Context: an optimization exercise on an open-source flow, tuned for small area and a short achievable clock period. The choices shown serve that exercise and are no tape-out recipe.
At most, simulation tests tie the RTL to the original design; equivalence was not proved.
Only the layout flow was run in runs 4 to 6; the RTL was not checked for function there.

--- flow/flow/run.sh ---
#!/bin/bash
# Own layout flow: the standard synthesis, then the combinational logic between
# the registers is mapped again by ABC for delay (registers, their names and cells are
# kept as the standard synthesis made them), then the standard ORFS flow from floorplan.
# Each tool's full output goes to a log file in the work folder.
set -euo pipefail
WORK=$(pwd)
FLOWDIR=$WORK/flow
R=$WORK/orfs/results/$FLOW_PLATFORM/Xoroshiro128StarStar/base
PLAT=$FLOW_HOME/platforms/$FLOW_PLATFORM
LIB=$PLAT/lib/sky130_fd_sc_hd__tt_025C_1v80.lib
YOSYS=$(command -v yosys || echo "$FLOW_HOME/../tools/install/yosys/bin/yosys")
D=${ABC_DELAY_PS:-1000}

bash standard.sh synth > "$WORK/log_1_standard_synth.log" 2>&1
cp "$R/1_2_yosys.v" "$WORK/standard_synth.v"

DU=$(sed -n '/DONT_USE_CELLS +=/,/^#/p' "$PLAT/config.mk" | grep -o 'sky130_fd_sc_hd__[a-z0-9_]*' | sed 's/^/-dont_use /' | tr '\n' ' ')
printf 'set_driving_cell sky130_fd_sc_hd__buf_1\nset_load 5\n' > "$WORK/abc.constr"
sed "s/@D@/$D/g" "$FLOWDIR/abc_delay.script" > "$WORK/abc_delay.script"
cat > "$WORK/remap.ys" <<EOY
read_liberty -ignore_miss_func $LIB
delete sky130_fd_sc_hd__dfrtp_* sky130_fd_sc_hd__dfstp_* sky130_fd_sc_hd__conb_1
read_verilog $FLOWDIR/stubs.v
read_verilog $WORK/standard_synth.v
hierarchy -top $FLOW_TOP
flatten
delete t:\\\$scopeinfo
opt_clean
abc -script $WORK/abc_delay.script -liberty $LIB $DU -constr $WORK/abc.constr -D $D
read_liberty -lib -overwrite $LIB
opt_clean -purge
hilomap -singleton -hicell sky130_fd_sc_hd__conb_1 HI -locell sky130_fd_sc_hd__conb_1 LO
splitnets
opt_clean -purge
rename -hide w:*.*
check -assert -mapped
stat -liberty $LIB
write_verilog -noattr -noexpr -nohex -nodec $WORK/remapped.v
EOY
"$YOSYS" -l "$WORK/log_2_remap_yosys.log" "$WORK/remap.ys" > /dev/null
cp "$WORK/remapped.v" "$R/1_2_yosys.v"
rm -f "$R/1_synth.odb" "$R/1_synth.sdc"
bash standard.sh > "$WORK/log_3_standard_flow.log" 2>&1
--- flow/flow/abc_delay.script ---
strash
dch
map -D @D@
buffer
upsize -D @D@
dnsize -D @D@
--- flow/flow/stubs.v ---
(* blackbox *) module sky130_fd_sc_hd__dfrtp_1 (output Q, input CLK, input D, input RESET_B); endmodule
(* blackbox *) module sky130_fd_sc_hd__dfrtp_2 (output Q, input CLK, input D, input RESET_B); endmodule
(* blackbox *) module sky130_fd_sc_hd__dfrtp_4 (output Q, input CLK, input D, input RESET_B); endmodule
(* blackbox *) module sky130_fd_sc_hd__dfstp_1 (output Q, input CLK, input D, input SET_B); endmodule
(* blackbox *) module sky130_fd_sc_hd__dfstp_2 (output Q, input CLK, input D, input SET_B); endmodule
(* blackbox *) module sky130_fd_sc_hd__dfstp_4 (output Q, input CLK, input D, input SET_B); endmodule
(* blackbox *) module sky130_fd_sc_hd__conb_1 (output HI, output LO); endmodule
--- flow/standard.sh ---
#!/bin/bash
# synth_recipe.tcl (not shown) runs the flow's synth.tcl, then flattens the netlist and writes it again
# the make line also repeats each setting of config.mk as NAME=value (left out here)
make -C /OpenROAD-flow-scripts/flow DESIGN_CONFIG=/design/flow/config.mk WORK_HOME=/design/flow/orfs CLKGATE_MAP_FILE= SYNTH_SCRIPT=/design/flow/synth_recipe.tcl "${@:-finish}"
--- flow/config.mk ---
export PLATFORM = sky130hd
export DESIGN_NAME = Xoroshiro128StarStar
export DESIGN_NICKNAME = Xoroshiro128StarStar
export VERILOG_FILES = /design/flow/design.v
export SDC_FILE = /design/flow/constraint.sdc
export NUM_CORES = 4
export LEC_CHECK = 0
export CAP_MARGIN = 20
export CORE_MARGIN = 2
export CORE_UTILIZATION = 40
export SETUP_SLACK_MARGIN = 2.6
export SLEW_MARGIN = 20
--- flow/constraint.sdc ---
create_clock -name core_clock -period 5.0 [get_ports {clk}]
set_input_delay 1.0000 -clock core_clock [delete_from_list [all_inputs] [get_ports {clk}]]
set_output_delay 1.0000 -clock core_clock [all_outputs]
set_load 0.01 [all_outputs]
--- flow/design.v ---
module Xoroshiro128StarStar (
      output [31:0] io_prngHigh,
      output [31:0] io_prngLow,
      input   io_next,
      input   clk,
      input   reset);
  reg [63:0] a0;
  reg [63:0] a1;
  reg c5;
  reg [63:0] q;
  reg [31:0] rlo;
  reg c9;
  reg [34:0] qh;
  reg [63:0] out;
  wire [63:0] t = a0 ^ a1;
  wire [63:0] a0_ = {a0[39:0], a0[63:40]} ^ t ^ (t << 16);
  wire [63:0] a1_ = {t[26:0], t[63:27]};
  wire [32:0] c5s = {1'b0, a0_[31:0]} + {1'b0, a0_[29:0], 2'b00};
  wire c5_ = c5s[32];
  wire [31:0] m5lo = a0[31:0] + {a0[29:0], 2'b00};
  wire [32:0] m5hs = {a0[63:32], 1'b1} + {a0[61:30], c5};
  wire [31:0] m5hi = m5hs[32:1];
  wire [63:0] m5 = {m5hi, m5lo};
  wire [63:0] q_ = {m5[56:0], m5[63:57]};
  wire [32:0] r9 = {1'b0, q[31:0]} + {1'b0, q[28:0], 3'b000};
  wire [32:0] ohs = {qh[34:3], 1'b1} + {qh[31:0], c9};
  wire [31:0] ohi = ohs[32:1];
  assign io_prngHigh = out[63:32];
  assign io_prngLow = out[31:0];
  always @ (posedge clk or posedge reset) begin
    if (reset) begin
      a0 <= 64'h0021002100000001;
      a1 <= 64'h2020002000000400;
      c5 <= 1'b0;
      q <= 64'h0000000282800280;
      rlo <= 32'h1680;
      c9 <= 1'b0;
      qh <= 35'h0;
      out <= 64'h0000000000000000;
    end else if (io_next) begin
      a0 <= a0_;
      a1 <= a1_;
      c5 <= c5_;
      q <= q_;
      rlo <= r9[31:0];
      c9 <= r9[32];
      qh <= q[63:29];
      out <= {ohi, rlo};
    end
  end
endmodule
==> results of run 1 <==
registers in the layout, indices dropped and copies added, names as in the netlist:
signal	cells
c9	1
out	64
q	64
a0	64
a1	64
rlo	32
qh	35
c5	1
worst max-delay path: stages (launching register included):
cell                       delay, ps
sky130_fd_sc_hd__dfrtp_2         510
sky130_fd_sc_hd__xnor2_2         330
sky130_fd_sc_hd__nand2_1         100
sky130_fd_sc_hd__nand3b_1        140
sky130_fd_sc_hd__nand2_1         190
sky130_fd_sc_hd__nand3_1         140
sky130_fd_sc_hd__nand4_1         190
sky130_fd_sc_hd__nor3_4          270
sky130_fd_sc_hd__nand4_1         100
sky130_fd_sc_hd__o211a_1         220
sky130_fd_sc_hd__a31oi_1         160
what timing repair did:
action                                  4_1_cts  5_1_grt
buffers inserted                             24       75
resized for setup                           129      199
pin swaps                                     3       60
hold endpoints to repair                      0        0
endpoints found under the setup margin       99       64
hold buffers                                  0        0
how the worst min path moves through the flow:
stage	startpoint	endpoint	slack, ps	cells past startpoint
floorplan	q[36]	qh[7]	450	2
global placement	out[13]	out[13]	450	2
detailed placement	out[22]	out[22]	460	2
CTS	out[22]	out[22]	470	2
global route	out[16]	out[16]	480	2
finish	out[4]	out[4]	460	2
final cells by class:
class | count | area, sq um
well taps | 680 | 851
diodes | 1 | 2.50
fillers | 5061 | 26100
clock buffers | 58 | 1180
multi-input cells | 2151 | 12100
inverters | 265 | 1050
clock inverters | 18 | 226
flip-flops and latches | 325 | 8230
repair buffers | 179 | 1630
cell usage in the layout (no fill, tap or decap), drive strengths merged, types with 6 or more instances in the layout:
master,instances
a211oi,7
a21o,6
a21oi,110
a22oi,6
a31oi,72
and2,8
buf,113
clkbuf,59
clkinv,13
clkinvlp,9
dfrtp,306
dfstp,19
dlygate4sd2,64
inv,256
nand2,755
nand3,170
nand4,58
nor2,339
nor3,22
o2111ai,7
o211ai,21
o21ai,240
o221ai,7
o22ai,13
o31ai,12
or2,18
xnor2,111
xor2,118
stage by stage:
| step | setup TNS, ps | setup slack (ps) | cells | cell area, sq um |
|---|---|---|---|---|
| 5_1_grt | 0 | 2470 | 3676 | 25300 |
| 3_5_place_dp | 0 | 2000 | 3501 | 22100 |
| 3_3_place_gp | 0 | 1950 | 3501 | 22100 |
| 6_report | 0 | 2570 | 3677 | 25300 |
| 4_1_cts | 0 | 2400 | 3601 | 23700 |
| 2_1_floorplan | -98290 | -321 | 2853 | 20900 |
per-layer routing:
| layer | global-route usage (%) | part of all wire [%] |
|---|---|---|
| met1 | 34.3 | 46 |
| met2 | 36.2 | 45 |
| met3 | 4.90 | 6.3 |
| met4 | 9.19 | 3.3 |
| met5 | 0 | 0 |
==> results.yml, run 1 <==
placement:
  detailedPlacementHpwl_mm: 48.9
  place_congestion: 0.953
  place.port_buffers: 66
clocking:
  clock_tree.root_cell: "sky130_fd_sc_hd__clkbuf_16"
  cts_num_sinks: 325
  clk_lat_worst_skew_ps: 580
  reg_clk_slew_reported_paths_ps: 60
  cts_tree: "done"
  cts.htree.levels: 2
  tritoncts.num_buffers: 42
  max-clock-path-buffers: 3
worst_setup_path:
  regToRegStartpoint: "a0[30]"
  crit_start: "a0[30]"
  crit_required_ps: 5490
  critical_path_peak_fanout: 8
  timing.critical_path.to: "c5"
  capture_instance_of_the_worst_register_to_register_path: "c5"
  cp_data_arrival_time_ps: 2920
  critical_path.endpoint_type: "flip-flop"
  reg2reg_setup_slack_ps: 2570
  worst-r2r-cell-count: 10
  crit_type: "flip-flop to flip-flop"
  worst_setup_path_start_kind: "flip-flop"
logic_synthesis:
  synth.net_count: 2856
  syn_avg_cell_area_sq_um: 7.31
  post_synth_instance_area_sq_um: 20900
  synthesis.instances: 2853
  yosys_warnings: 1
global_route:
  first_global_vias: 18000
  largest_net_degree_at_the_start_of_global_routing: 164
  gr-usage-all-layers_pct: 24.2
  grt_pass1_wl_mm: 101
  number_of_antenna_violations_at_the_first_check_in_global_routing: 0
  globalRoute.totalOverflow: 0
floorplan:
  die-area_sq_um: 54000
  design.core.area_sq_um: 51400
  floorplan.die.height_um: 232
  die-width_um: 232
  ioPinCount: 67
  rows: 83
  initial_utilization_pct: 40.6
drt:
  residual_drc: 0
  drt-total-wl_mm: 66.7
  vias_per_cell: 5.33
  detail-route-antenna-nets: 0
  first_pass_iters: 5
  route.vias.total: 19600
  post_drt_wl_per_cell_um: 18.1
  drt_iter0_markers: 1552
timing:
  timing.fmax_mhz: 411
  finalCriticalPeriod_ps: 2430
  period_share_pct: 48.6
  slew_viol_final: 0
  worst_hold_slack_ps: 461
  timing.final.setup_violations: 0
  grt_setup_unrepaired: "true"
  hold_violations: 0
  timing.max_slew.rel_slack_pct: 40.0
  worst_slew_pin_slew_ps: 900
  final_setup_skew_ps: 20.6
layout:
  drive_gt1_share_pct: 16.8
  utilization_pct: 49.1
  design.final.nets: 2967
  area_delta_synth_final_pct: 21.1
hold_path:
  min_delay_path_class: "flip-flop to flip-flop"
outcome:
  run_status: "complete, no violations"
flow_run:
  maxCapViolations: 0
==> inputs of run 2 (changes only) <==
--- a/flow/config.mk
+++ b/flow/config.mk
@@ -10,3 +10,5 @@
 export CORE_UTILIZATION = 40
-export SETUP_SLACK_MARGIN = 2.6
+export CTS_CLUSTER_DIAMETER = 100
+export CTS_CLUSTER_SIZE = 30
+export SETUP_SLACK_MARGIN = 2.9
 export SLEW_MARGIN = 20
==> results.yml, run 2 <==
outcome:
  run_status: "complete, no violations"
timing:
  period_share_pct: 46.7
  timing.max_slew.rel_slack_pct: 44.2
  worst_hold_slack_ps: 479
  final_setup_skew_ps: 31.5
  timing.final.setup_violations: 0
  slew_viol_final: 0
  worst_slew_pin_slew_ps: 837
  hold_violations: 0
  finalCriticalPeriod_ps: 2340
  grt_setup_unrepaired: "true"
  timing.fmax_mhz: 428
logic_synthesis:
  synthesis.instances: 2853
  post_synth_instance_area_sq_um: 20900
  synth.net_count: 2856
  syn_avg_cell_area_sq_um: 7.31
  yosys_warnings: 1
worst_setup_path:
  critical_path_peak_fanout: 4
  path_cells: "buf_8 -> buf_4 -> clkinvlp_4 -> nand3_1 -> nand4_1 -> nand4_1 -> nor3_2 -> nand4_1 -> o211a_1 -> a31oi_1"
  crit_required_ps: 5500
  crit_path_max_incr_delay_ps: 530
  crit_slowest_cell: "sky130_fd_sc_hd__dfstp_4"
  critical_path.endpoint_type: "flip-flop"
  cp_data_arrival_time_ps: 2830
  critical-path-top-cell-by-count: "sky130_fd_sc_hd__nand4_1"
  crit_type: "flip-flop to flip-flop"
  worst_setup_path_start_kind: "flip-flop"
clocking:
  max-clock-path-buffers: 3
  cts_num_sinks: 325
  reg_clk_slew_reported_paths_ps: 120
  cts_hold_buffers: 0
  tritoncts.num_buffers: 19
  cts_tree: "done"
  cts.htree.levels: 1
  clock_tree.root_cell: "sky130_fd_sc_hd__clkbuf_16"
  clk_lat_worst_skew_ps: 590
placement:
  place_congestion: 1.02
  place.port_buffers: 66
  detailedPlacementHpwl_mm: 50.7
drt:
  route.vias.total: 20500
  post_drt_wl_per_cell_um: 19.2
  first_pass_iters: 5
  residual_drc: 0
  drt-total-wl_mm: 73.0
  vias_per_cell: 5.38
  detail-route-antenna-nets: 0
  drt_iter0_markers: 1544
layout:
  antenna_diodes: 0
  drive_gt1_share_pct: 28.7
  area_delta_synth_final_pct: 29.5
  layout_common_cells: "665 x sky130_fd_sc_hd__nand2_1, 278 x sky130_fd_sc_hd__nor2_1, 240 x sky130_fd_sc_hd__buf_4, 231 x sky130_fd_sc_hd__dfrtp_1, 214 x sky130_fd_sc_hd__inv_1"
  layout_commonest_cell: "sky130_fd_sc_hd__nand2_1"
  design.final.nets: 3120
floorplan:
  rows: 83
  ioPinCount: 67
  initial_utilization_pct: 40.6
  floorplan.die.height_um: 232
  die-width_um: 232
  die-area_sq_um: 54000
  design.core.area_sq_um: 51400
hold_path:
  min_delay_path_class: "flip-flop to flip-flop"
global_route:
  number_of_antenna_violations_at_the_first_check_in_global_routing: 1
  gr-usage-all-layers_pct: 26.2
  grt_pass1_wl_mm: 110
  largest_net_degree_at_the_start_of_global_routing: 166
  first_global_vias: 19000
  globalRoute.totalOverflow: 0
flow_run:
  maxCapViolations: 0
==> run 2: routing by layer <==
metal  GRT usage (%)  wire (um)
met1            37.4      33200
met2            40.4      33000
met3            3.84       4330
met4            8.75       2350
met5               0         18
==> run 2: layout make-up <==
class	count	area (sq um)
Multi-Input combinational cell	2151	13200
Sequential cell	325	8260
Timing Repair Buffer	355	2930
Tap cell	680	851
Clock buffer	21	483
Fill cell	4947	24400
Clock inverter	13	193
Inverter	265	1070
==> run 2: critical path: cells and delay by family (launching register included) <==
| kind | cells | cell delay, ps |
|---|---|---|
| AO/OA/AOI/OAI | 2 | 350 |
| buffers and inverters | 3 | 450 |
| AND/OR/NAND/NOR | 5 | 920 |
| flip-flops | 1 | 530 |
==> run 2: per-stage QoR <==
step	setup WS (ps)	cells	utilization (%)	TNS (ps)	instance area (sq um)
floorplan	-321	2853	-	-98290	20900
global placement	2190	3499	42.9	0	22000
detailed placement	2190	3499	42.9	0	22000
CTS	2760	3719	49.4	0	25400
global route	2570	3810	52.6	0	27000
finish	2660	3810	52.6	0	27000
==> run 2: worst paths after layout <==
check / from / end / slack, ps / cells after the start
max in group asynchronous: reset / a0[10] / 3240 / 3
min: out[31] / out[31] / 480 / 2
min in group asynchronous: reset / out[48] / 930 / 3
max: a0[0] / c5 / 2660 / 10
min reg2reg: out[31] / out[31] / 480 / 2
max reg2reg: a0[0] / c5 / 2660 / 10
==> run 2: repair_timing <==
item | CTS | global route
setup buffers | 186 | 91
gates resized for setup | 621 | 249
pin swaps | 101 | 129
setup endpoints to repair | 156 | 161
==> inputs of run 3 (changes only) <==
--- a/flow/config.mk
+++ b/flow/config.mk
@@ -10,4 +10,2 @@
 export CORE_UTILIZATION = 40
-export CTS_CLUSTER_DIAMETER = 100
-export CTS_CLUSTER_SIZE = 30
 export SETUP_SLACK_MARGIN = 2.9
==> results.yml, run 3 <==
global_route:
  first_global_vias: 19000
  grt_pass1_wl_mm: 109
  gr-usage-all-layers_pct: 26.2
  number_of_antenna_violations_at_the_first_check_in_global_routing: 0
  largest_net_degree_at_the_start_of_global_routing: 166
  globalRoute.totalOverflow: 0
drt:
  drt_iter0_markers: 1421
  route.vias.total: 20400
  first_pass_iters: 8
  post_drt_wl_per_cell_um: 19.0
  vias_per_cell: 5.36
  drt-total-wl_mm: 72.3
  residual_drc: 0
  detail-route-antenna-nets: 0
timing:
  finalCriticalPeriod_ps: 2320
  period_share_pct: 46.4
  timing.max_slew.rel_slack_pct: 44.0
  grt_setup_unrepaired: "true"
  timing.fmax_mhz: 431
  worst_slew_pin_slew_ps: 840
  tns_ps: 0
  timing.final.setup_violations: 0
  final_setup_skew_ps: 17.4
  slew_viol_final: 0
  hold_violations: 0
logic_synthesis:
  synthesis.instances: 2853
  syn_avg_cell_area_sq_um: 7.31
  yosys_warnings: 1
  post_synth_instance_area_sq_um: 20900
  synth.net_count: 2856
floorplan:
  die-area_sq_um: 54000
  rows: 83
  floorplan.die.height_um: 232
  initial_utilization_pct: 40.6
  ioPinCount: 67
  design.core.area_sq_um: 51400
  die-width_um: 232
layout:
  layout_common_cells: "669 x sky130_fd_sc_hd__nand2_1, 286 x sky130_fd_sc_hd__nor2_1, 238 x sky130_fd_sc_hd__dfrtp_1, 217 x sky130_fd_sc_hd__inv_1, 206 x sky130_fd_sc_hd__buf_4"
  design.final.nets: 3095
  area_delta_synth_final_pct: 30.6
  antenna_diodes: 0
  final_cells: 3806
  layout_commonest_cell: "sky130_fd_sc_hd__nand2_1"
  drive_gt1_share_pct: 27.8
  utilization_pct: 53.0
clocking:
  cts.htree.levels: 2
  reg_clk_slew_reported_paths_ps: 60
  cts_tree: "done"
  clk_lat_worst_skew_ps: 590
  max-clock-path-buffers: 3
  cts_num_sinks: 325
  tritoncts.num_buffers: 42
  clock_tree.root_cell: "sky130_fd_sc_hd__clkbuf_16"
worst_setup_path:
  crit_type: "flip-flop to flip-flop"
  regToRegStartpoint: "a0[48]"
  crit_required_ps: 5440
  worst-r2r-cell-count: 15
  cp_data_arrival_time_ps: 2760
  critical_path_peak_fanout: 4
  reg2reg_setup_slack_ps: 2680
  critical_path.endpoint_type: "flip-flop"
  capture_instance_of_the_worst_register_to_register_path: "q[4]"
  worst_setup_path_start_kind: "flip-flop"
hold_path:
  number_of_stages_on_the_worst_hold_path: 2
  min_delay_path_class: "flip-flop to flip-flop"
  worst_hold_startpoint: "out[15]"
  worstHoldEndpoint: "out[15]"
placement:
  detailedPlacementHpwl_mm: 50.7
  place_congestion: 1.02
  placed_cells: 3499
  place.port_buffers: 66
outcome:
  run_status: "complete, no violations"
flow_run:
  maxCapViolations: 0
## run 3: routing by layer
| metal | vias up | GRT usage (%) | routed length, um |
|---|---|---|---|
| li1 | 9890 | - | - |
| met5 | - | 0 | 0 |
| met4 | 0 | 9.35 | 2720 |
| met3 | 129 | 6.30 | 4860 |
| met1 | 9810 | 36.1 | 32400 |
| met2 | 585 | 40.1 | 32300 |
## run 3: how the worst max path moves through the flow
stage	end	start	slack, ps	depth (start not counted)
6_report	q[4]	a0[48]	2680	15
5_1_grt	q[6]	a0[48]	2570	13
4_1_cts	out[42]	qh[3]	2780	11
3_5_place_dp	a0[38]	io_next	2190	6
3_3_place_gp	a0[38]	io_next	2190	6
2_1_floorplan	a0[10]	reset	-320	1
## run 3: area by class of cell
cell class	instances	area, sq um
clock buffer	53	1170
clock inverter	25	308
fill	4910	24200
inverter	265	1060
multi-input combinational	2151	13100
sequential	325	8260
tap	680	851
timing repair buffer	307	2470
## run 3: metrics by stage
step / setup slack [ps] / hold WS, ps / instance area (sq um)
5_1_grt: 2570 / 496 / 27200
6_report: 2680 / 467 / 27200
4_1_cts: 2780 / 469 / 25800
3_5_place_dp: 2190 / 458 / 22000
3_3_place_gp: 2190 / 453 / 22000
2_1_floorplan: -321 / 448 / 20900
## run 3: critical path, stage by stage (launching register included)
cell                         delay, ps
sky130_fd_sc_hd__dfstp_2           620
sky130_fd_sc_hd__clkinvlp_4        190
sky130_fd_sc_hd__nand2_2           120
sky130_fd_sc_hd__nand2_4            70
sky130_fd_sc_hd__a21oi_2           120
sky130_fd_sc_hd__a21oi_2            60
sky130_fd_sc_hd__nor2_1            140
sky130_fd_sc_hd__o21ai_2            90
sky130_fd_sc_hd__nand2_2           140
sky130_fd_sc_hd__nand3_4           120
sky130_fd_sc_hd__nand3_4           150
sky130_fd_sc_hd__nand3_4            90
sky130_fd_sc_hd__nand2_4           100
sky130_fd_sc_hd__nand2_2            50
sky130_fd_sc_hd__nand3_1            50
sky130_fd_sc_hd__o21ai_1            70
## run 3: timing repair
| item | 4_1_cts | 5_1_grt |
|---|---|---|
| resized for setup | 609 | 213 |
| hold buffers | 0 | 0 |
| pin swaps | 97 | 110 |
| setup buffers | 147 | 82 |
| setup endpoints to repair | 157 | 166 |
==> inputs of run 4 (changes only) <==
--- a/flow/design.v
+++ b/flow/design.v
@@ -7,3 +7,3 @@
   reg [63:0] a0;
-  reg [63:0] a1;
+  reg [63:0] at;
   reg c5;
@@ -14,5 +14,4 @@
   reg [63:0] out;
-  wire [63:0] t = a0 ^ a1;
-  wire [63:0] a0_ = {a0[39:0], a0[63:40]} ^ t ^ (t << 16);
-  wire [63:0] a1_ = {t[26:0], t[63:27]};
+  wire [63:0] a0_ = {a0[39:0], a0[63:40]} ^ at ^ (at << 16);
+  wire [63:0] at_ = a0_ ^ {at[26:0], at[63:27]};
   wire [32:0] c5s = {1'b0, a0_[31:0]} + {1'b0, a0_[29:0], 2'b00};
@@ -32,3 +31,3 @@
       a0 <= 64'h0021002100000001;
-      a1 <= 64'h2020002000000400;
+      at <= 64'h2001000100000401;
       c5 <= 1'b0;
@@ -41,3 +40,3 @@
       a0 <= a0_;
-      a1 <= a1_;
+      at <= at_;
       c5 <= c5_;
==> results.yml, run 4 <==
clocking:
  reg_clk_slew_reported_paths_ps: 60
  cts_num_sinks: 325
  tritoncts.num_buffers: 41
  cts_tree: "done"
  max-clock-path-buffers: 3
  clock_tree.root_cell: "sky130_fd_sc_hd__clkbuf_16"
  cts.htree.levels: 2
  clk_lat_worst_skew_ps: 590
layout:
  layout_common_cells: "762 x sky130_fd_sc_hd__nand2_1, 316 x sky130_fd_sc_hd__inv_1, 309 x sky130_fd_sc_hd__nor2_1, 236 x sky130_fd_sc_hd__dfrtp_1, 216 x sky130_fd_sc_hd__o21ai_0"
  design.final.nets: 3405
  layout_commonest_cell: "sky130_fd_sc_hd__nand2_1"
  drive_gt1_share_pct: 21.6
  number_of_fill_cells_in_the_layout: 5469
  area_delta_synth_final_pct: 23.4
  final_design_area_no_fill_sq_um: 27300
  regArea_sq_um: 8240
  antenna_diodes: 0
  multi_input_comb_area_sq_um: 13400
logic_synthesis:
  post_synth_instance_area_sq_um: 22100
  synth.net_count: 3212
  synthesis.instances: 3209
  yosys_warnings: 1
  syn_avg_cell_area_sq_um: 6.90
drt:
  route.vias.total: 22600
  post_drt_wl_per_cell_um: 18.2
  detail-route-antenna-nets: 0
  vias_per_cell: 5.47
  residual_drc: 0
  drt_iter0_markers: 1756
  first_pass_iters: 6
  drt-total-wl_mm: 75.1
global_route:
  number_of_antenna_violations_at_the_first_check_in_global_routing: 0
  largest_net_degree_at_the_start_of_global_routing: 139
  first_global_vias: 21200
  gr-usage-all-layers_pct: 25.7
  grt_pass1_wl_mm: 117
  globalRoute.totalOverflow: 0
timing:
  period_share_pct: 44.4
  hold_violations: 0
  timing.max_slew.rel_slack_pct: 49.2
  timing.final.setup_violations: 0
  slew_viol_final: 0
  timing.fmax_mhz: 450
  finalCriticalPeriod_ps: 2220
  final_setup_skew_ps: 28.5
  tns_ps: 0
  worst_slew_pin_slew_ps: 759
  grt_setup_unrepaired: "true"
worst_setup_path:
  path_cells: "inv_2 -> a31o_1 -> a21oi_4 -> nand4_1 -> nand3_4 -> a31oi_4 -> o211ai_1 -> o211ai_1 -> a31oi_1"
  worst_setup_path_start_kind: "flip-flop"
  critical_path.endpoint_type: "flip-flop"
  capture_instance_of_the_worst_register_to_register_path: "q[52]"
  worst-r2r-cell-count: 9
  regToRegStartpoint: "a0[37]"
  crit_required_ps: 5490
  critical_path_peak_fanout: 5
  reg2reg_setup_slack_ps: 2780
  cp_data_arrival_time_ps: 2710
  crit_path_max_incr_delay_ps: 640
  crit_type: "flip-flop to flip-flop"
  crit_slowest_cell: "sky130_fd_sc_hd__dfstp_2"
  critical-path-top-cell-by-count: "sky130_fd_sc_hd__o211ai_1"
hold_path:
  worstHoldEndpoint: "at[25]"
  number_of_stages_on_the_worst_hold_path: 1
  min_delay_path_class: "flip-flop to flip-flop"
  worst_hold_startpoint: "at[52]"
floorplan:
  ioPinCount: 67
  design.core.area_sq_um: 54900
  die-width_um: 239
  rows: 86
  die-area_sq_um: 57200
  floorplan.die.height_um: 239
  initial_utilization_pct: 40.3
placement:
  place_congestion: 0.982
  detailedPlacementHpwl_mm: 54.5
  place.port_buffers: 66
  instance_area_at_placement_sq_um: 23300
flow_run:
  maxCapViolations: 0
outcome:
  run_status: "complete, no violations"
==> run 4: critical path: cells and delay by family, from the launching register on <==
kind	cells	cell delay [ps]
AOI/OAI and AO/OA	6	1060
DFF	1	640
and+or+nand+nor	2	370
buffers and inverters	1	50
==> run 4: routing by layer <==
metal  GRT usage [%]  vias to the layer above  wire (um)  part of all wire (%)
met5               0                        -          0                     0
met4            9.81                        0       2890                   3.8
met3            3.20                      146       3830                   5.1
met2            40.7                      659      33700                    45
met1            36.0                    10700      34700                    46
li1                -                    11100          -                     -
==> run 4: layout make-up <==
type | count | area share, %
flip-flops and latches | 325 | 30.2
clock buffers | 56 | 4.22
well taps | 704 | 3.22
clock inverters | 19 | 1.15
inverters | 342 | 4.79
repair buffers | 268 | 7.43
multi-input cells | 2424 | 49.0
==> run 4: worst max path at each step <==
stage,cells after the start,endpoint,startpoint,slack [ps]
after floorplan,1,a0[10],reset,-320
after global placement,6,out[51],io_next,2170
after detailed placement,6,out[51],io_next,2170
after CTS,9,q[54],a0[37],2780
after global routing,11,out[62],qh[18],2650
final,9,q[52],a0[37],2780
==> run 4: metrics by stage <==
stage | setup slack [ps] | utilization (%) | cells | hold WS [ps]
floorplan | -320 | - | 3209 | 435
global placement | 2170 | 42.5 | 3874 | 446
detailed placement | 2170 | 42.5 | 3874 | 455
CTS | 2780 | 47.5 | 4070 | 459
global route | 2650 | 49.8 | 4138 | 488
finish | 2780 | 49.8 | 4138 | 462
==> run 4: what timing repair did <==
| action | CTS | global route |
|---|---|---|
| setup buffers | 121 | 68 |
| pin swaps | 59 | 95 |
| hold buffers | 0 | 0 |
| resized for setup | 461 | 233 |
| endpoints found under the setup margin | 161 | 172 |
==> inputs of run 5 (changes only) <==
--- a/flow/design.v
+++ b/flow/design.v
@@ -6,10 +6,18 @@
       input   reset);
-  reg [63:0] a0;
-  reg [63:0] at;
-  reg c5;
-  reg [63:0] q;
-  reg [31:0] rlo;
-  reg c9;
-  reg [34:0] qh;
-  reg [63:0] out;
+  reg [63:0] a0_r;
+  wire [63:0] a0 = a0_r ^ 64'h21002100000001;
+  reg [63:0] at_r;
+  wire [63:0] at = at_r ^ 64'h2001000100000401;
+  reg c5_r;
+  wire c5 = c5_r ^ 1'h0;
+  reg [63:0] q_r;
+  wire [63:0] q = q_r ^ 64'h282800280;
+  reg [31:0] rlo_r;
+  wire [31:0] rlo = rlo_r ^ 32'h1680;
+  reg c9_r;
+  wire c9 = c9_r ^ 1'h0;
+  reg [34:0] qh_r;
+  wire [34:0] qh = qh_r ^ 35'h0;
+  reg [63:0] out_r;
+  wire [63:0] out = out_r ^ 64'h0;
   wire [63:0] a0_ = {a0[39:0], a0[63:40]} ^ at ^ (at << 16);
@@ -30,19 +38,19 @@
     if (reset) begin
-      a0 <= 64'h0021002100000001;
-      at <= 64'h2001000100000401;
-      c5 <= 1'b0;
-      q <= 64'h0000000282800280;
-      rlo <= 32'h1680;
-      c9 <= 1'b0;
-      qh <= 35'h0;
-      out <= 64'h0000000000000000;
+      a0_r <= 64'h0;
+      at_r <= 64'h0;
+      c5_r <= 1'h0;
+      q_r <= 64'h0;
+      rlo_r <= 32'h0;
+      c9_r <= 1'h0;
+      qh_r <= 35'h0;
+      out_r <= 64'h0;
     end else if (io_next) begin
-      a0 <= a0_;
-      at <= at_;
-      c5 <= c5_;
-      q <= q_;
-      rlo <= r9[31:0];
-      c9 <= r9[32];
-      qh <= q[63:29];
-      out <= {ohi, rlo};
+      a0_r <= a0_ ^ 64'h21002100000001;
+      at_r <= at_ ^ 64'h2001000100000401;
+      c5_r <= c5_ ^ 1'h0;
+      q_r <= q_ ^ 64'h282800280;
+      rlo_r <= r9[31:0] ^ 32'h1680;
+      c9_r <= r9[32] ^ 1'h0;
+      qh_r <= q[63:29] ^ 35'h0;
+      out_r <= {ohi, rlo} ^ 64'h0;
     end
==> results.yml, run 5 <==
timing:
  hold_violations: 0
  grt_setup_unrepaired: "true"
  timing.max_slew.rel_slack_pct: 57.7
  timing.fmax_mhz: 427
  period_share_pct: 46.9
  final_setup_skew_ps: 16.8
  tns_ps: 0
  worst_setup_slack_final_ps: 2660
  worst_slew_pin_slew_ps: 634
  slew_viol_final: 0
  timing.final.setup_violations: 0
  finalCriticalPeriod_ps: 2340
floorplan:
  floorplan.die.height_um: 234
  die-area_sq_um: 54500
  initial_utilization_pct: 40.3
  ioPinCount: 67
  die-width_um: 234
  rows: 84
  design.core.area_sq_um: 52300
logic_synthesis:
  post_synth_instance_area_sq_um: 21100
  syn_avg_cell_area_sq_um: 7.18
  synthesis.instances: 2933
  synth.net_count: 2936
  yosys_warnings: 1
clocking:
  reg_clk_slew_reported_paths_ps: 60
  clk_lat_worst_skew_ps: 570
  clock_tree.root_cell: "sky130_fd_sc_hd__clkbuf_16"
  cts.htree.levels: 2
  cts_tree: "done"
  max-clock-path-buffers: 3
  cts_num_sinks: 325
  tritoncts.num_buffers: 40
  cts_hold_buffers: 0
hold_path:
  number_of_stages_on_the_worst_hold_path: 1
  min_delay_path_class: "flip-flop to flip-flop"
drt:
  drt-total-wl_mm: 74.3
  first_pass_iters: 5
  route.vias.total: 21600
  detail-route-antenna-nets: 0
  residual_drc: 0
  drt_iter0_markers: 1716
  vias_per_cell: 5.44
  post_drt_wl_per_cell_um: 18.7
worst_setup_path:
  timing.critical_path.to: "q_r[0]"
  cp_data_arrival_time_ps: 2830
  crit_start: "a0_r[46]"
  crit_required_ps: 5490
  critical_path_peak_fanout: 5
  critical_path.endpoint_type: "flip-flop"
  worst_setup_path_start_kind: "flip-flop"
  regToRegStartpoint: "a0_r[46]"
  capture_instance_of_the_worst_register_to_register_path: "q_r[0]"
  crit_type: "flip-flop to flip-flop"
  worst-r2r-cell-count: 10
  reg2reg_setup_slack_ps: 2660
global_route:
  grt_pass1_wl_mm: 113
  number_of_antenna_violations_at_the_first_check_in_global_routing: 1
  gr-usage-all-layers_pct: 26.4
  globalRoute.totalOverflow: 0
  first_global_vias: 20100
  largest_net_degree_at_the_start_of_global_routing: 149
layout:
  antenna_diodes: 0
  drive_gt1_share_pct: 30.4
  area_delta_synth_final_pct: 33.8
  design.final.nets: 3254
  layout_commonest_cell: "sky130_fd_sc_hd__nand2_1"
  layout_common_cells: "573 x sky130_fd_sc_hd__nand2_1, 311 x sky130_fd_sc_hd__nor2_1, 269 x sky130_fd_sc_hd__buf_4, 263 x sky130_fd_sc_hd__inv_1, 228 x sky130_fd_sc_hd__dfrtp_1"
placement:
  place_congestion: 0.981
  detailedPlacementHpwl_mm: 50.2
  place.port_buffers: 66
  place_worst_setup_slack_ps: 2120
flow_run:
  maxCapViolations: 0
outcome:
  run_status: "complete, no violations"
run 5: what timing repair did:
action                     4_1_cts  5_1_grt
setup endpoints to repair      194      154
pin swaps                       88      147
buffers inserted               155      137
hold endpoints to repair         0        0
cloned                           1        0
resized for setup              606      355
run 5: through the flow:
step                      cell area (sq um)  instances  util (%)  hold WS (ps)
after floorplan                       21100       2933         -           422
after global placement                22300       3603      42.6           434
after detailed placement              22300       3603      42.6           437
after CTS                             25800       3833      49.3           447
after global routing                  28200       3971      53.9           470
final                                 28200       3971      53.9           447
run 5: cell type report:
cell class                      count  area (sq um)
Clock inverter                     16           170
Timing Repair Buffer              370          2940
Fill cell                        4926         24200
Tap cell                          688           861
Sequential cell                   325          8250
Clock buffer                       58          1190
Multi-Input combinational cell   2184         13500
Inverter                          330          1290
run 5: per-layer routing:
layer	share of wire, %	up-vias	wire length, um	GRT usage, %
met2	45	682	33600	41.5
met5	0	-	0	0
met3	6.0	151	4460	3.23
met1	45	10400	33500	37.2
met4	3.6	0	2660	9.36
li1	-	10300	-	-
run 5: how the worst min path moves through the flow:
stage / from / to / slack, ps
CTS: rlo_r[7] / out_r[7] / 450
detailed placement: rlo_r[7] / out_r[7] / 440
floorplan: rlo_r[12] / out_r[12] / 420
finish: rlo_r[7] / out_r[7] / 450
global placement: rlo_r[9] / out_r[9] / 430
global route: rlo_r[7] / out_r[7] / 470
run 5: critical path, cell delays in order (launching register included):
cell,delay (ps)
sky130_fd_sc_hd__dfrtp_2,530
sky130_fd_sc_hd__nor2_4,80
sky130_fd_sc_hd__buf_6,130
sky130_fd_sc_hd__nor2_4,160
sky130_fd_sc_hd__nand4_4,180
sky130_fd_sc_hd__o211ai_2,210
sky130_fd_sc_hd__nand3_2,150
sky130_fd_sc_hd__a41oi_4,290
sky130_fd_sc_hd__nand4_1,190
sky130_fd_sc_hd__a31o_1,220
sky130_fd_sc_hd__a31oi_1,120
==> inputs of run 6 (changes only) <==
--- a/flow/config.mk
+++ b/flow/config.mk
@@ -10,2 +10,3 @@
 export CORE_UTILIZATION = 40
+export CTS_BUF_LIST = sky130_fd_sc_hd__clkbuf_4 sky130_fd_sc_hd__clkbuf_8
 export SETUP_SLACK_MARGIN = 2.9
==> results.yml, run 6 <==
floorplan:
  die-width_um: 234
  rows: 84
  initial_utilization_pct: 40.3
  ioPinCount: 67
  floorplan.die.height_um: 234
  die-area_sq_um: 54500
  design.core.area_sq_um: 52300
layout:
  layout_commonest_cell: "sky130_fd_sc_hd__nand2_1"
  design.final.nets: 3281
  drive_gt1_share_pct: 31.1
  final_cells: 4012
  utilization_pct: 53.7
  layout_common_cells: "582 x sky130_fd_sc_hd__nand2_1, 312 x sky130_fd_sc_hd__nor2_1, 276 x sky130_fd_sc_hd__buf_4, 272 x sky130_fd_sc_hd__inv_1, 231 x sky130_fd_sc_hd__dfrtp_1"
  number_of_fill_cells_in_the_layout: 4928
  area_delta_synth_final_pct: 33.3
  final_design_area_no_fill_sq_um: 28100
placement:
  placed_cells: 3603
  instance_area_at_placement_sq_um: 22300
  detailedPlacementHpwl_mm: 50.2
  place_worst_setup_slack_ps: 2120
  place.port_buffers: 66
  place_congestion: 0.981
drt:
  route.vias.total: 21800
  drt-total-wl_mm: 75.3
  first_pass_iters: 8
  post_drt_wl_per_cell_um: 18.8
  drt_iter0_markers: 1958
  residual_drc: 0
  detail-route-antenna-nets: 0
  vias_per_cell: 5.44
clocking:
  tritoncts.num_buffers: 59
  cts_tree: "done"
  reg_clk_slew_reported_paths_ps: 60
  clock_tree.root_cell: "sky130_fd_sc_hd__clkbuf_8"
  cts_num_sinks: 325
  clk_lat_worst_skew_ps: 680
  max-clock-path-buffers: 3
  cts_hold_buffers: 0
  cts.htree.levels: 2
outcome:
  run_status: "complete, no violations"
worst_setup_path:
  path_cells: "buf_6 -> nor2_4 -> nor2_2 -> nand3_2 -> o211ai_1 -> nand4_1 -> buf_4 -> a21oi_4 -> nand2_2 -> nand4_1 -> nand4_1 -> nand2_1"
  critical_path.endpoint_type: "flip-flop"
  critical-path-top-cell-by-count: "sky130_fd_sc_hd__nand4_1"
  crit_path_max_incr_delay_ps: 410
  regToRegStartpoint: "qh_r[8]"
  crit_type: "flip-flop to flip-flop"
  critical_path_peak_fanout: 5
  worst-r2r-cell-count: 12
  cp_data_arrival_time_ps: 3000
  crit_required_ps: 5610
  capture_instance_of_the_worst_register_to_register_path: "out_r[55]"
  crit_slowest_cell: "sky130_fd_sc_hd__dfrtp_1"
  worst_setup_path_start_kind: "flip-flop"
  crit_start: "qh_r[8]"
  reg2reg_setup_slack_ps: 2610
flow_run:
  maxCapViolations: 0
global_route:
  number_of_antenna_violations_at_the_first_check_in_global_routing: 2
  globalRoute.totalOverflow: 0
  gr-usage-all-layers_pct: 26.2
  grt_pass1_wl_mm: 112
  largest_net_degree_at_the_start_of_global_routing: 226
  first_global_vias: 20300
timing:
  slew_viol_final: 0
  worst_setup_slack_final_ps: 2610
  period_share_pct: 47.7
  timing.max_slew.rel_slack_pct: 34.9
  timing.fmax_mhz: 419
  tns_ps: 0
  final_setup_skew_ps: 37.4
  timing.final.setup_violations: 0
  finalCriticalPeriod_ps: 2390
  hold_violations: 0
  grt_setup_unrepaired: "true"
  worst_slew_pin_slew_ps: 977
hold_path:
  worst_hold_startpoint: "rlo_r[7]"
  number_of_stages_on_the_worst_hold_path: 1
  min_delay_path_class: "flip-flop to flip-flop"
  worstHoldEndpoint: "out_r[7]"
logic_synthesis:
  synth.net_count: 2936
  post_synth_instance_area_sq_um: 21100
  synthesis.instances: 2933
  syn_avg_cell_area_sq_um: 7.18
  yosys_warnings: 1
[run 6: worst max-delay path: cells and delay by family (launching register included)]
family	cells	cell delay, ps
AO/OA/AOI/OAI	2	600
buffers and inverters	2	340
flip-flops	1	410
AND/OR/NAND/NOR	8	980
[run 6: how the worst max path moves through the flow]
stage | to | cells past startpoint | slack [ps]
finish | out_r[55] | 12 | 2610
global placement | at_r[46] | 6 | 2140
detailed placement | at_r[62] | 6 | 2120
floorplan | a0_r[0] | 1 | -340
CTS | io_prngHigh[28] | 1 | 2690
global route | out_r[55] | 12 | 2530
[run 6: repair_timing]
| action | in CTS | in global routing |
|---|---|---|
| pin swaps | 83 | 144 |
| gates cloned | 0 | 1 |
| setup buffers | 174 | 127 |
| endpoints found under the setup margin | 154 | 161 |
| resized for setup | 619 | 314 |
[run 6: layout make-up]
cell class	instances	area [sq um]	area share, %
clock buffers	89	1150	4.09
multi-input cells	2184	13400	47.6
clock inverters	17	171	0.610
diodes	1	2.50	0.00891
flip-flops and latches	325	8250	29.4
repair inverters	1	11.3	0.0401
well taps	688	861	3.06
inverters	330	1300	4.63
repair buffers	377	2970	10.6
[run 6: routing by layer]
| metal | up-vias | GRT usage (%) | routed length (um) |
|---|---|---|---|
| li1 | 10400 | - | - |
| met5 | - | 0 | 14 |
| met4 | 2 | 9.63 | 3070 |
| met3 | 169 | 4.08 | 4910 |
| met1 | 10400 | 36.3 | 33200 |
| met2 | 770 | 41.3 | 34100 |
[run 6: metrics by stage]
step	hold slack (ps)
6_report	455
5_1_grt	468
4_1_cts	451
3_5_place_dp	437
3_3_place_gp	434
2_1_floorplan	422
==> inputs of run 7 (changes only) <==
--- a/flow/design.v
+++ b/flow/design.v
@@ -10,4 +10,12 @@
   wire [63:0] at = at_r ^ 64'h2001000100000401;
-  reg c5_r;
-  wire c5 = c5_r ^ 1'h0;
+  reg c16_r;
+  wire c16 = c16_r ^ 1'h0;
+  reg g1_r;
+  wire g1 = g1_r ^ 1'h0;
+  reg p1_r;
+  wire p1 = p1_r ^ 1'h0;
+  reg g2_r;
+  wire g2 = g2_r ^ 1'h0;
+  reg p2_r;
+  wire p2 = p2_r ^ 1'h0;
   reg [63:0] q_r;
@@ -18,2 +26,6 @@
   wire c9 = c9_r ^ 1'h0;
+  reg h2_r;
+  wire h2 = h2_r ^ 1'h0;
+  reg k2_r;
+  wire k2 = k2_r ^ 1'h0;
   reg [34:0] qh_r;
@@ -24,12 +36,31 @@
   wire [63:0] at_ = a0_ ^ {at[26:0], at[63:27]};
-  wire [32:0] c5s = {1'b0, a0_[31:0]} + {1'b0, a0_[29:0], 2'b00};
-  wire c5_ = c5s[32];
-  wire [31:0] m5lo = a0[31:0] + {a0[29:0], 2'b00};
-  wire [32:0] m5hs = {a0[63:32], 1'b1} + {a0[61:30], c5};
-  wire [31:0] m5hi = m5hs[32:1];
-  wire [63:0] m5 = {m5hi, m5lo};
+  wire [63:0] a4_ = a0_ << 2;
+  wire [16:0] s0x = {1'b0, a0_[15:0]} + {1'b0, a4_[15:0]};
+  wire [16:0] s1x = {1'b0, a0_[31:16]} + {1'b0, a4_[31:16]};
+  wire [16:0] s2x = {1'b0, a0_[47:32]} + {1'b0, a4_[47:32]};
+  wire n_c16 = s0x[16];
+  wire n_g1 = s1x[16];
+  wire n_p1 = &(a0_[31:16] ^ a4_[31:16]);
+  wire n_g2 = s2x[16];
+  wire n_p2 = &(a0_[47:32] ^ a4_[47:32]);
+  wire [63:0] a4 = a0 << 2;
+  wire c32 = g1 | (p1 & c16);
+  wire c48 = g2 | (p2 & g1) | (p2 & p1 & c16);
+  wire [15:0] m0 = a0[15:0] + a4[15:0];
+  wire [16:0] m1 = {a0[31:16], 1'b1} + {a4[31:16], c16};
+  wire [16:0] m2 = {a0[47:32], 1'b1} + {a4[47:32], c32};
+  wire [16:0] m3 = {a0[63:48], 1'b1} + {a4[63:48], c48};
+  wire [63:0] m5 = {m3[16:1], m2[16:1], m1[16:1], m0};
   wire [63:0] q_ = {m5[56:0], m5[63:57]};
-  wire [32:0] r9 = {1'b0, q[31:0]} + {1'b0, q[28:0], 3'b000};
-  wire [32:0] ohs = {qh[34:3], 1'b1} + {qh[31:0], c9};
-  wire [31:0] ohi = ohs[32:1];
+  wire [63:0] q8 = q << 3;
+  wire [32:0] r9 = {1'b0, q[31:0]} + {1'b0, q8[31:0]};
+  wire [16:0] r2 = {1'b0, q[47:32]} + {1'b0, q8[47:32]};
+  wire n_h2 = r2[16];
+  wire n_k2 = &(q[47:32] ^ q8[47:32]);
+  wire [34:0] qh8 = qh << 3;
+  wire c948 = h2 | (k2 & c9);
+  wire [16:0] o2s = {qh[18:3], 1'b1} + {qh8[18:3], c9};
+  wire [16:0] o3s = {qh[34:19], 1'b1} + {qh8[34:19], c948};
+  wire [15:0] o2 = o2s[16:1];
+  wire [15:0] o3 = o3s[16:1];
   assign io_prngHigh = out[63:32];
@@ -40,3 +71,7 @@
       at_r <= 64'h0;
-      c5_r <= 1'h0;
+      c16_r <= 1'h0;
+      g1_r <= 1'h0;
+      p1_r <= 1'h0;
+      g2_r <= 1'h0;
+      p2_r <= 1'h0;
       q_r <= 64'h0;
@@ -44,2 +79,4 @@
       c9_r <= 1'h0;
+      h2_r <= 1'h0;
+      k2_r <= 1'h0;
       qh_r <= 35'h0;
@@ -49,3 +86,7 @@
       at_r <= at_ ^ 64'h2001000100000401;
-      c5_r <= c5_ ^ 1'h0;
+      c16_r <= n_c16 ^ 1'h0;
+      g1_r <= n_g1 ^ 1'h0;
+      p1_r <= n_p1 ^ 1'h0;
+      g2_r <= n_g2 ^ 1'h0;
+      p2_r <= n_p2 ^ 1'h0;
       q_r <= q_ ^ 64'h282800280;
@@ -53,4 +94,6 @@
       c9_r <= r9[32] ^ 1'h0;
+      h2_r <= n_h2 ^ 1'h0;
+      k2_r <= n_k2 ^ 1'h0;
       qh_r <= q[63:29] ^ 35'h0;
-      out_r <= {ohi, rlo} ^ 64'h0;
+      out_r <= {o3, o2, rlo} ^ 64'h0;
     end
--- a/flow/config.mk
+++ b/flow/config.mk
@@ -10,4 +10,3 @@
 export CORE_UTILIZATION = 40
-export CTS_BUF_LIST = sky130_fd_sc_hd__clkbuf_4 sky130_fd_sc_hd__clkbuf_8
-export SETUP_SLACK_MARGIN = 2.9
+export SETUP_SLACK_MARGIN = 3.05
 export SLEW_MARGIN = 20
==> results.yml, run 7 <==
worst_setup_path:
  critical_path.endpoint_type: "output port"
  path_cells: "buf_2"
  crit_type: "flip-flop to output port"
  number_of_buffers_and_inverters_on_the_critical_path: 1
  cp_top_family: "flip-flops"
  cp_data_arrival_time_ps: 1150
  worst_setup_path_start_kind: "flip-flop"
  crit_required_ps: 4000
  crit_slowest_cell: "sky130_fd_sc_hd__dfrtp_1"
  critical_path_peak_fanout: 2
  crit_path_max_incr_delay_ps: 420
layout:
  final_design_area_no_fill_sq_um: 27200
  design.final.nets: 3223
  drive_gt1_share_pct: 27.2
  utilization_pct: 52.9
  area_delta_synth_final_pct: 30.0
  layout_common_cells: "678 x sky130_fd_sc_hd__nand2_1, 293 x sky130_fd_sc_hd__nor2_1, 256 x sky130_fd_sc_hd__inv_1, 236 x sky130_fd_sc_hd__dfrtp_1, 227 x sky130_fd_sc_hd__o21ai_0"
  layout_commonest_cell: "sky130_fd_sc_hd__nand2_1"
logic_synthesis:
  post_synth_instance_area_sq_um: 20900
  yosys_warnings: 1
  syn_avg_cell_area_sq_um: 7.09
  synthesis.instances: 2952
  synth.net_count: 2955
global_route:
  largest_net_degree_at_the_start_of_global_routing: 115
  grt-busiest-layer: "met2"
  grt_pass1_wl_mm: 112
  first_global_vias: 19600
  grt_util_met1_pct: 36.9
  number_of_antenna_violations_at_the_first_check_in_global_routing: 0
  global_route.usage.met2_pct: 41.5
  gr-usage-all-layers_pct: 26.4
  globalRoute.totalOverflow: 0
  global_route.usage.met3_pct: 3.81
flow_run:
  maxCapViolations: 0
drt:
  drt_iter0_markers: 1785
  first_pass_iters: 6
  vias_per_cell: 5.47
  drt-total-wl_mm: 74.6
  detail-route-antenna-nets: 0
  post_drt_wl_per_cell_um: 19.0
  residual_drc: 0
  route.vias.total: 21500
placement:
  place_congestion: 1.02
  place.port_buffers: 66
  instance_area_at_placement_sq_um: 22200
  detailedPlacementHpwl_mm: 52.0
clocking:
  cts_num_sinks: 331
  tritoncts.num_buffers: 40
  clock_tree.root_cell: "sky130_fd_sc_hd__clkbuf_16"
  cts_hold_buffers: 0
  clk_lat_worst_skew_ps: 570
  cts.htree.levels: 2
  max-clock-path-buffers: 3
  cts_tree: "done"
  reg_clk_slew_reported_paths_ps: 60
timing:
  hold_violations: 0
  timing.final.setup_violations: 0
  grt_setup_unrepaired: "true"
  slew_viol_final: 0
  timing.max_slew.rel_slack_pct: 47.0
  period_share_pct: 43.1
  finalCriticalPeriod_ps: 2150
  worst_slew_pin_slew_ps: 791
  timing.fmax_mhz: 464
  final_setup_skew_ps: 18.3
floorplan:
  ioPinCount: 67
  die-width_um: 233
  floorplan.die.height_um: 233
  design.core.area_sq_um: 51500
  die-area_sq_um: 54200
  rows: 83
  initial_utilization_pct: 40.7
hold_path:
  min_delay_path_class: "flip-flop to flip-flop"
outcome:
  run_status: "complete, no violations"
-- run 7: repair_timing --
| action | 4_1_cts | 5_1_grt |
|---|---|---|
| endpoints found under the setup margin | 342 | 178 |
| cloned | 3 | 1 |
| pin swaps | 43 | 128 |
| buffers inserted | 81 | 153 |
| resized for setup | 466 | 402 |
-- run 7: through the flow --
stage / setup TNS (ps) / worst slack [ps] / std cells / hold slack (ps)
floorplan: -139240 / -421 / 2952 / 422
global placement: 0 / 1740 / 3620 / 437
detailed placement: 0 / 1830 / 3620 / 443
CTS: 0 / 2840 / 3776 / 452
global route: 0 / 2790 / 3930 / 477
finish: 0 / 2850 / 3931 / 446
-- run 7: area by class of cell --
cell class,count,area (sq um)
fillers,4960,24300
repair buffers,315,2500
clock inverters,10,136
flip-flops and latches,331,8400
repair inverters,2,13.8
clock buffers,62,1260
multi-input cells,2212,12800
well taps,680,851
inverters,318,1240
diodes,1,2.50
-- run 7: worst paths after layout --
check | slack [ps] | cells after the start | start | endpoint
worst max-delay path | 2850 | 1 | out_r[59] | io_prngHigh[27]
worst min-delay path | 450 | 1 | rlo_r[9] | out_r[9]
worst max register to register | 2910 | 12 | c16_r | q_r[54]
worst min register to register | 450 | 1 | rlo_r[9] | out_r[9]
max in group asynchronous | 3270 | 3 | reset | a0_r[12]
min in group asynchronous | 940 | 2 | reset | out_r[62]
-- run 7: metal layers --
| metal | share of wire, % | wire, um |
|---|---|---|
| met5 | 0 | 0 |
| met4 | 3.7 | 2730 |
| met3 | 5.8 | 4320 |
| met2 | 46 | 34100 |
| met1 | 45 | 33400 |
==> inputs of run 8 (changes only) <==
--- a/flow/config.mk
+++ b/flow/config.mk
@@ -10,3 +10,3 @@
 export CORE_UTILIZATION = 40
-export SETUP_SLACK_MARGIN = 3.05
+export SETUP_SLACK_MARGIN = 2.9
 export SLEW_MARGIN = 20
==> results.yml, run 8 <==
clocking:
  cts.htree.levels: 2
  reg_clk_slew_reported_paths_ps: 50
  tritoncts.num_buffers: 41
  cts_num_sinks: 331
  clock_tree.root_cell: "sky130_fd_sc_hd__clkbuf_16"
  clk_lat_worst_skew_ps: 580
  max-clock-path-buffers: 3
  cts_tree: "done"
floorplan:
  ioPinCount: 67
  design.core.area_sq_um: 51500
  die-width_um: 233
  initial_utilization_pct: 40.7
  rows: 83
  die-area_sq_um: 54200
  floorplan.die.height_um: 233
worst_setup_path:
  number_of_buffers_and_inverters_on_the_critical_path: 1
  critical_path_peak_fanout: 2
  cp_top_family: "flip-flops"
  cp_data_arrival_time_ps: 1140
  crit_type: "flip-flop to output port"
  worst_setup_path_start_kind: "flip-flop"
  crit_slowest_cell: "sky130_fd_sc_hd__dfrtp_1"
  critical_path.endpoint_type: "output port"
  crit_path_max_incr_delay_ps: 430
  crit_required_ps: 4000
  path_cells: "buf_6"
layout:
  drive_gt1_share_pct: 18.3
  number_of_fill_cells_in_the_layout: 5228
  multi_input_comb_area_sq_um: 11900
  layout_commonest_cell: "sky130_fd_sc_hd__nand2_1"
  antenna_diodes: 0
  design.final.nets: 3104
  layout_common_cells: "740 x sky130_fd_sc_hd__nand2_1, 321 x sky130_fd_sc_hd__nor2_1, 284 x sky130_fd_sc_hd__inv_1, 250 x sky130_fd_sc_hd__dfrtp_1, 242 x sky130_fd_sc_hd__o21ai_0"
  regArea_sq_um: 8380
  area_delta_synth_final_pct: 20.6
timing:
  finalCriticalPeriod_ps: 2140
  period_share_pct: 42.9
  timing.final.setup_violations: 0
  worst_slew_pin_slew_ps: 668
  tns_ps: 0
  grt_setup_unrepaired: "true"
  hold_violations: 0
  worst_setup_slack_final_ps: 2860
  timing.fmax_mhz: 466
  final_setup_skew_ps: 18.3
  slew_viol_final: 0
  timing.max_slew.rel_slack_pct: 55.2
logic_synthesis:
  syn_avg_cell_area_sq_um: 7.09
  synth.net_count: 2955
  post_synth_instance_area_sq_um: 20900
  synthesis.instances: 2952
  yosys_warnings: 1
flow_run:
  maxCapViolations: 0
drt:
  post_drt_wl_per_cell_um: 19.3
  route.met2.wl_mm: 32.7
  residual_drc: 0
  drt_iter0_markers: 1739
  first_pass_iters: 6
  route.vias.total: 20700
  route.layer.met1.wl_mm: 33.3
  route.met3.wl_mm: 4.85
  drt-total-wl_mm: 73.7
  highest-signal-layer: "met4"
  vias_per_cell: 5.42
  detail-route-antenna-nets: 0
global_route:
  number_of_antenna_violations_at_the_first_check_in_global_routing: 0
  gr-usage-all-layers_pct: 26.5
  largest_net_degree_at_the_start_of_global_routing: 113
  grt_pass1_wl_mm: 111
  first_global_vias: 19100
  globalRoute.totalOverflow: 0
placement:
  detailedPlacementHpwl_mm: 52.4
  place_congestion: 0.961
  place.port_buffers: 66
  place_worst_setup_slack_ps: 1940
hold_path:
  min_delay_path_class: "flip-flop to flip-flop"
outcome:
  run_status: "complete, no violations"
==> run 8: layout make-up <==
type                            instances  share of cell area (%)
Clock buffer                           59                    4.69
Clock inverter                         14                   0.540
Inverter                              318                    4.90
Multi-Input combinational cell       2212                    47.1
Sequential cell                       331                    33.2
Tap cell                              680                    3.37
Timing Repair Buffer                  195                    6.09
Timing Repair inverter                  2                  0.0545
==> run 8: layer usage <==
layer | track usage, % | vias to the layer above
met3 | 3.42 | 151
met4 | 9.12 | 0
met5 | 0 | -
li1 | - | 10100
met2 | 41.9 | 649
met1 | 37.4 | 9814
==> run 8: timing repair <==
action / CTS / global route
buffers inserted: 41 / 74
endpoints found under the setup margin: 318 / 216
pin swaps: 9 / 55
gates cloned: 2 / 3
gates resized for setup: 354 / 225
hold buffers: 0 / 0
==> run 8: worst paths after layout <==
check / depth (start not counted) / start / end / slack (ps)
hold reg to reg: 1 / rlo_r[12] / out_r[12] / 450
min in group asynchronous: 2 / reset / q_r[44] / 940
hold / removal: 1 / rlo_r[12] / out_r[12] / 450
max in group asynchronous: 3 / reset / at_r[18] / 3090
setup / recovery: 1 / out_r[38] / io_prngHigh[6] / 2860
setup reg to reg: 10 / a0_r[21] / q_r[36] / 2930
==> run 8: stage by stage <==
step	hold WS, ps	instance area (sq um)	instances	util [%]
2_1_floorplan	422	21000	2952	-
3_3_place_gp	436	22200	3618	43.1
3_5_place_dp	437	22200	3618	43.1
4_1_cts	448	23900	3734	46.4
5_1_grt	478	25200	3811	49.0
6_report	447	25200	3811	49.0
==> inputs of run 9 (changes only) <==
--- a/flow/config.mk
+++ b/flow/config.mk
@@ -10,3 +10,5 @@
 export CORE_UTILIZATION = 40
-export SETUP_SLACK_MARGIN = 2.9
+export CTS_CLUSTER_DIAMETER = 80
+export CTS_CLUSTER_SIZE = 24
+export SETUP_SLACK_MARGIN = 2.95
 export SLEW_MARGIN = 20
==> results.yml, run 9 <==
timing:
  slew_viol_final: 0
  final_setup_skew_ps: 18.8
  period_share_pct: 43.1
  worst_slew_pin_slew_ps: 653
  timing.max_slew.rel_slack_pct: 56.3
  timing.fmax_mhz: 464
  hold_violations: 0
  grt_setup_unrepaired: "true"
  timing.final.setup_violations: 0
  worst_hold_slack_ps: 452
  finalCriticalPeriod_ps: 2150
  tns_ps: 0
drt:
  post_drt_wl_per_cell_um: 19.3
  drt_iter0_markers: 1618
  first_pass_iters: 5
  route.vias.total: 21100
  drt-total-wl_mm: 74.5
  detail-route-antenna-nets: 0
  vias_per_cell: 5.47
  residual_drc: 0
worst_setup_path:
  crit_slowest_cell: "sky130_fd_sc_hd__dfrtp_1"
  cp_data_arrival_time_ps: 1150
  worst_setup_path_start_kind: "flip-flop"
  number_of_buffers_and_inverters_on_the_critical_path: 1
  crit_type: "flip-flop to output port"
  crit_required_ps: 4000
  critical_path_peak_fanout: 2
  cp_top_family: "flip-flops"
  critical_path.endpoint_type: "output port"
  path_cells: "buf_2"
  crit_path_max_incr_delay_ps: 410
outcome:
  run_status: "complete, no violations"
hold_path:
  min_delay_path_class: "flip-flop to flip-flop"
clocking:
  clock_tree.root_cell: "sky130_fd_sc_hd__clkbuf_16"
  tritoncts.num_buffers: 28
  cts.htree.levels: 1
  cts_num_sinks: 331
  reg_clk_slew_reported_paths_ps: 80
  clk_lat_worst_skew_ps: 600
  cts_tree: "done"
  max-clock-path-buffers: 3
floorplan:
  ioPinCount: 67
  rows: 83
  initial_utilization_pct: 40.7
  die-width_um: 233
  floorplan.die.height_um: 233
  design.core.area_sq_um: 51500
  die-area_sq_um: 54200
placement:
  detailedPlacementHpwl_mm: 53.1
  place.port_buffers: 66
  place_congestion: 0.946
  placed_cells: 3616
global_route:
  gr-usage-all-layers_pct: 26.3
  grt_pass1_wl_mm: 111
  number_of_antenna_violations_at_the_first_check_in_global_routing: 0
  globalRoute.totalOverflow: 0
  first_global_vias: 19200
  largest_net_degree_at_the_start_of_global_routing: 177
layout:
  utilization_pct: 50.4
  area_delta_synth_final_pct: 24.1
  drive_gt1_share_pct: 22.8
  layout_common_cells: "705 x sky130_fd_sc_hd__nand2_1, 304 x sky130_fd_sc_hd__nor2_1, 266 x sky130_fd_sc_hd__inv_1, 244 x sky130_fd_sc_hd__dfrtp_1, 240 x sky130_fd_sc_hd__o21ai_0"
  design.final.nets: 3151
  final_cells: 3850
  layout_commonest_cell: "sky130_fd_sc_hd__nand2_1"
  antenna_diodes: 0
logic_synthesis:
  post_synth_instance_area_sq_um: 20900
  synthesis.instances: 2952
  synth.net_count: 2955
  syn_avg_cell_area_sq_um: 7.09
  yosys_warnings: 1
flow_run:
  maxCapViolations: 0
run 9: area by class of cell:
cell class	instances	area [sq um]
clock inverter	21	280
fill	5178	25500
sequential	331	8390
tap	680	851
multi-input combinational	2212	12400
timing repair inverter	1	11.3
clock buffer	31	743
timing repair buffer	256	2050
inverter	318	1270
run 9: path summary, 6_finish.rpt:
path	start	end	slack [ps]	cells past startpoint
setup / recovery	out_r[40]	io_prngHigh[8]	2850	1
hold / removal	rlo_r[12]	out_r[12]	450	1
setup reg to reg	q_r[13]	rlo_r[30]	2960	10
hold reg to reg	rlo_r[12]	out_r[12]	450	1
max in group asynchronous	reset	q_r[16]	3140	3
min in group asynchronous	reset	qh_r[18]	850	2
run 9: through the flow:
stage,setup slack (ps),instance area [sq um]
3_5_place_dp,1880,22200
6_report,2850,26000
4_1_cts,2790,23700
2_1_floorplan,-421,21000
5_1_grt,2800,26000
3_3_place_gp,1860,22200
run 9: per-layer routing:
| metal | vias to the layer above | part of all wire, % | global-route usage [%] |
|---|---|---|---|
| met5 | - | 0 | 0 |
| met4 | 0 | 3.4 | 7.19 |
| met3 | 121 | 5.3 | 2.68 |
| met2 | 623 | 46 | 42.7 |
| met1 | 10100 | 45 | 37.1 |
| li1 | 10200 | - | - |
run 9: what timing repair did:
| item | 4_1_cts | 5_1_grt |
|---|---|---|
| setup buffers | 44 | 133 |
| pin swaps | 16 | 84 |
| gates cloned | 1 | 4 |
| hold buffers | 0 | 0 |
| gates resized for setup | 399 | 326 |
| endpoints found under the setup margin | 262 | 137 |

-- static timing again, ports no longer ideal --
The results above use ideal ports. As a check the final layouts listed here were re-extracted and re-timed, cells and wires unchanged. Step 1 sets driving cells, clkbuf_16 on the clock port and buf_2 on the other inputs (assumed; they add their load-dependent delay and slew). Step 2 times the ports against the registers' clock, not the clock port: input delays grow and output delays shrink by t, the midpoint of the rising clock arrivals with the driver on. Slacks: ideal / step 1 / step 2; pairs: ideal / step 1.
run | shift t [ns] | setup WS [ns] | clock arrival spread, ns | slew at the worst register clock pin (ns)
run 1 | 0.623 | 2.569 / 2.569 / 2.137 | 0.021 / 0.021 | 0.06 / 0.06
run 2 | 0.631 | 2.664 / 2.664 / 2.376 | 0.033 / 0.032 | 0.12 / 0.12
run 3 | 0.637 | 2.682 / 2.682 / 2.331 | 0.017 / 0.018 | 0.06 / 0.06
run 4 | 0.629 | 2.778 / 2.778 / 2.336 | 0.029 / 0.029 | 0.06 / 0.06
run 5 | 0.621 | 2.655 / 2.655 / 2.342 | 0.019 / 0.019 | 0.06 / 0.06
run 6 | 0.717 | 2.613 / 2.613 / 2.323 | 0.038 / 0.038 | 0.07 / 0.07
run 7 | 0.619 | 2.845 / 2.790 / 2.424 | 0.018 / 0.019 | 0.06 / 0.06
run 8 | 0.627 | 2.855 / 2.799 / 2.340 | 0.024 / 0.024 | 0.06 / 0.06
run 9 | 0.655 | 2.846 / 2.780 / 2.195 | 0.021 / 0.021 | 0.10 / 0.10
After both steps setup and hold are still met in every run listed. For run 9, which loses most, drivers alone change the setup slack by -0.066 ns; drivers and shift together by -0.651 ns.
